Background: an optimization exercise with open tools, aiming at small area. Do not read the settings as production practice.
The RTL was checked by simulation tests, not by an equivalence proof against the original design.
No driver is modelled on the clock port, so clocking that relies on it looks cheaper here than on a real chip.

==> flow/design.v (excerpt) <==
module vending_machine_topmodule(CLOCK_50, reset, KEY, SW, LEDG, HEX0, HEX1, HEX2, HEX3, LEDR);
Size: roughly 290 cells after synthesis, ~42 flip-flops, roughly 53 I/O pins, roughly 2200 um2 of cells after synthesis.
export LEC_CHECK = 0
export ABC_AREA = 1
export CAP_MARGIN = 20
export CORE_MARGIN = 2
export CORE_UTILIZATION = 70
export CTS_BUF_LIST = sky130_fd_sc_hd__clkbuf_2 sky130_fd_sc_hd__clkbuf_4 sky130_fd_sc_hd__clkbuf_8
export PLACE_DENSITY = 0.8
export SLEW_MARGIN = 20
create_clock -name core_clock -period 30.0 [get_ports {CLOCK_50}]
standard.sh (not shown) runs the stock make flow with config.mk's settings and CLKGATE_MAP_FILE= SYNTH_SCRIPT=/design/flow/synth_recipe.tcl, a recipe that flattens the netlist after the stock synthesis.
==> flow/flow/run.sh <==
#!/bin/bash
# Own layout flow: the standard ORFS flow with
#  - synthesis: the standard flow's synthesis script (same yosys passes, so the same registers
#    with the same names and cells), but without the adder extraction
#    (ADDER_MAP_FILE empty) and with an area-oriented ABC script; the combinational
#    logic is mapped with several ABC random seeds and the smallest result is kept
#  - port buffers: the smallest buffer (buf_1)
#  - clock tree: flow/clock_buffer.tcl (run before CTS) puts one clock buffer per
#    quarter of the registers, driven from the clock port
# Each tool's output is logged to a file of its own in this folder.
set -euo pipefail
W=$(pwd)
F=$W/flow
source $F/settings.sh
# ABC scripts, one per seed
for s in $ABC_SEEDS; do
  sed "s/@SEED@/$s/" $F/area.abc > $W/area_$s.abc
done
# synthesis script: the standard flow's, with the abc call replaced
{
  head -n 1 $W/synth_recipe.tcl
  cat <<EOT
proc abc {args} {
  set out {}
  set skip 0
  foreach a \$args {
    if {\$skip} { set skip 0; continue }
    if {\$a eq "-script" || \$a eq "-constr"} { set skip 1; continue }
    lappend out \$a
  }
  yosys design -save pre_abc
  set best 1e30
  foreach s {$ABC_SEEDS} {
    yosys design -load pre_abc
    yosys abc -script $W/area_\$s.abc {*}\$out
    yosys tee -q -o $W/abc_stat_\$s.txt stat -liberty [lindex \$::env(LIB_FILES) 0]
    set fh [open $W/abc_stat_\$s.txt r]
    set txt [read \$fh]
    close \$fh
    regexp {Chip area for module[^:]*: *([0-9.]+)} \$txt -> area
    puts "abc seed \$s: area \$area"
    if {\$area < \$best} {
      set best \$area
      yosys design -save best_abc
    }
  }
  yosys design -load best_abc
  puts "abc best area \$best"
}
EOT
  tail -n +2 $W/synth_recipe.tcl
} > $W/own_synth.tcl

MK=(make -C $FLOW_HOME DESIGN_CONFIG=$FLOW_CONFIG WORK_HOME=$W/orfs CLKGATE_MAP_FILE=
    SYNTH_SCRIPT=$W/own_synth.tcl ADDER_MAP_FILE=
    "BUFFER_PORTS_ARGS=-buffer_cell sky130_fd_sc_hd__buf_1"
    "${SETTINGS[@]}")
"${MK[@]}" synth > $W/log_synth.txt 2>&1
"${MK[@]}" floorplan > $W/log_floorplan.txt 2>&1
"${MK[@]}" place > $W/log_place.txt 2>&1
"${MK[@]}" cts > $W/log_cts.txt 2>&1
"${MK[@]}" route > $W/log_route.txt 2>&1
"${MK[@]}" finish > $W/log_finish.txt 2>&1
R=$W/orfs/results/$FLOW_PLATFORM/vending_machine_topmodule/base
: # left out here: write the final layout as DEF
==> flow/flow/area.abc <==
strash
&get -n
&st
&deepsyn -T 20 -S @SEED@
&dch -x -p
&nf -R 1000 -p
&put
==> flow/flow/clock_buffer.tcl <==
set block [ord::get_db_block]
set dbu [[ord::get_db_tech] getDbUnitsPerMicron]
set regs {}
foreach inst [$block getInsts] {
  if {[[$inst getMaster] isSequential]} {
    set bb [$inst getBBox]
    lappend regs [list [$inst getName] [expr {([$bb xMin] + [$bb xMax]) / 2.0 / $dbu}] \
      [expr {([$bb yMin] + [$bb yMax]) / 2.0 / $dbu}]]
  }
}
# balanced groups: split at the median x, then each half at its median y
proc halves {rs idx} {
  set s [lsort -real -index $idx $rs]
  set h [expr {[llength $s] / 2}]
  return [list [lrange $s 0 [expr {$h - 1}]] [lrange $s $h end]]
}
set groups {}
foreach half [halves $regs 1] {
  foreach q [halves $half 2] { lappend groups $q }
}
set k [llength $groups]
set cx {}
set cy {}
foreach g $groups {
  set sx 0; set sy 0
  foreach r $g { set sx [expr {$sx + [lindex $r 1]}]; set sy [expr {$sy + [lindex $r 2]}] }
  lappend cx [expr {$sx / [llength $g]}]
  lappend cy [expr {$sy / [llength $g]}]
}
set skip {}
for {set i 0} {$i < $k} {incr i} {
  set g [lindex $groups $i]
  if {[llength $g] == 0} continue
  set pins {}
  foreach r $g { lappend pins [get_pins [lindex $r 0]/CLK] }
  puts "clock leaf $i: [llength $g] registers at [lindex $cx $i] [lindex $cy $i]"
  insert_buffer -buffer_cell $::env(CLOCK_BUFFER_CELL) -net CLOCK_50 -load_pins $pins \
    -location [list [lindex $cx $i] [lindex $cy $i]] -buffer_name clkleaf_$i -net_name clkleaf_net_$i
  lappend skip [get_name [get_nets -of_objects [get_pins clkleaf_${i}*/X]]]
}
puts "clock leaf nets: $skip"
set_cts_config -skip_nets $skip
==> flow/flow/settings.sh <==
ABC_SEEDS="$(seq -s " " 1 24)"
SETTINGS=(ABC_AREA=1 CAP_MARGIN=20 CORE_MARGIN=2 CORE_UTILIZATION=70 PLACE_DENSITY=0.8 SLEW_MARGIN=20
  SKIP_REPAIR_TIE_FANOUT=1 CLOCK_BUFFER_CELL=sky130_fd_sc_hd__clkbuf_4
  PRE_CTS_TCL=$F/clock_buffer.tcl)
Rerun with:
--- a/flow/flow/run.sh
+++ b/flow/flow/run.sh
@@ -6,6 +6,5 @@
 #    logic is mapped with several ABC random seeds and the smallest result is kept
 #  - port buffers: the smallest buffer (buf_1)
-#  - clock tree: flow/clock_buffer.tcl (run before CTS) puts one clock buffer per
-#    quarter of the registers, driven from the clock port
+#  - clock tree: settings in flow/settings.sh
 # Each tool's output is logged to a file of its own in this folder.
 set -euo pipefail
==> flow/flow/area.abc (replaced) <==
strash
&get -n
&st
&deepsyn -T 20 -S @SEED@
&dch
&nf -R 1000
&put
==> flow/flow/settings.sh (replaced) <==
ABC_SEEDS="1 2 3 4 5 6"
SETTINGS=(ABC_AREA=1 CAP_MARGIN=20 CORE_MARGIN=2 CORE_UTILIZATION=70 PLACE_DENSITY=0.8 SLEW_MARGIN=20
  SKIP_REPAIR_TIE_FANOUT=1
  "CTS_ARGS=-sink_clustering_enable -repair_clock_nets -dont_use_dummy_load -buf_list sky130_fd_sc_hd__clkbuf_8 -root_buf sky130_fd_sc_hd__clkbuf_8 -sink_clustering_size 16")
removed: flow/flow/clock_buffer.tcl
Worst hold slack degrades by 0.020 ns.
Synthesized area stays flat.
Maximum frequency increases by 6.9%.
Setup slack improves by 0.56 ns.
Final area increases by 2.2%.
Core utilization increases by 1.7 points.
Synthesized cell count does not change.
Via count increases by 3.9%.
Rerun with:
==> flow/flow/run.sh (replaced) <==
#!/bin/bash
# Own layout flow: the standard ORFS flow with
#  - synthesis: the standard synthesis script, but without the adder extraction
#    (ADDER_MAP_FILE empty) and with a stronger area-oriented ABC script (flow/area.abc);
#    registers come out of the same yosys passes, with the same names and cells
#  - port buffers: the smallest buffer (buf_1) instead of the default choice
# Each tool's output is logged to a file of its own in this folder.
set -euo pipefail
W=$(pwd)
F=$W/flow
# synthesis script: the standard flow's, with the abc call using our script
{
  head -n 1 $W/synth_recipe.tcl
  cat <<EOT
proc abc {args} {
  set out {}
  set skip 0
  foreach a \$args {
    if {\$skip} { set skip 0; continue }
    if {\$a eq "-script"} { set skip 1; continue }
    if {\$a eq "-constr"} { set skip 1; continue }
    lappend out \$a
  }
  yosys abc -script $F/area.abc {*}\$out
}
EOT
  tail -n +2 $W/synth_recipe.tcl
} > $W/own_synth.tcl

source $F/settings.sh
MK=(make -C $FLOW_HOME DESIGN_CONFIG=$FLOW_CONFIG WORK_HOME=$W/orfs CLKGATE_MAP_FILE=
    SYNTH_SCRIPT=$W/own_synth.tcl ADDER_MAP_FILE=
    "BUFFER_PORTS_ARGS=-buffer_cell sky130_fd_sc_hd__buf_1"
    "${SETTINGS[@]}")
"${MK[@]}" synth > $W/log_synth.txt 2>&1
"${MK[@]}" floorplan > $W/log_floorplan.txt 2>&1
"${MK[@]}" place > $W/log_place.txt 2>&1
"${MK[@]}" cts > $W/log_cts.txt 2>&1
"${MK[@]}" route > $W/log_route.txt 2>&1
"${MK[@]}" finish > $W/log_finish.txt 2>&1
R=$W/orfs/results/$FLOW_PLATFORM/vending_machine_topmodule/base
: # left out here: write the final layout as DEF
==> flow/flow/area.abc (replaced) <==
strash
&get -n
&st
&deepsyn -T 20
&dch
&nf -R 1000
&put
==> flow/flow/settings.sh (replaced) <==
SETTINGS=(ABC_AREA=1 CAP_MARGIN=20 CORE_MARGIN=2 CORE_UTILIZATION=70 PLACE_DENSITY=0.8 SLEW_MARGIN=20
  "CTS_ARGS=-sink_clustering_enable -repair_clock_nets -dont_use_dummy_load -buf_list sky130_fd_sc_hd__clkbuf_8 -root_buf sky130_fd_sc_hd__clkbuf_8 -sink_clustering_size 16")
Effect: Core utilization goes up by 1.2 points. Final cell count climbs by about 5%. Non-clock buffer count is lower by 1. Sequential cell count is unchanged. Maximum frequency fell by 2.0%. Count of clock-buffer cells in the layout stays the same. Register-to-register slack improves by 0.14 ns.

==> port drivers added, routing unchanged <==
The flow's constraints put no driver on any port. The routed layouts listed below were extracted and timed again, unchanged, in two steps.
Step 1 sets driving cells, clkbuf_16 on the clock port and buf_2 on the other inputs (assumed; they add their load-dependent delay and slew).
Step 2 also shifts input and output timing later by t, the mid clock arrival at the registers, as if the neighbouring blocks saw the same clock.
Three values: ideal, step 1, step 2; two values: the first two.
run	t, ns	setup WS [ns]	latest minus earliest clock arrival (ns)	slew at the worst register clock pin (ns)
the first run	0.206	21.235 / 21.256 / 21.050	0.007 / 0.006	0.11 / 0.11
the second run	0.315	21.800 / 21.806 / 21.491	0.015 / 0.015	0.08 / 0.08
the third run	0.316	21.637 / 21.642 / 21.327	0.013 / 0.013	0.08 / 0.08
After both steps every run listed still meets setup and hold. The setup slack of the third run, which loses most, moves by +0.005 ns with the drivers and by -0.310 ns with both steps.
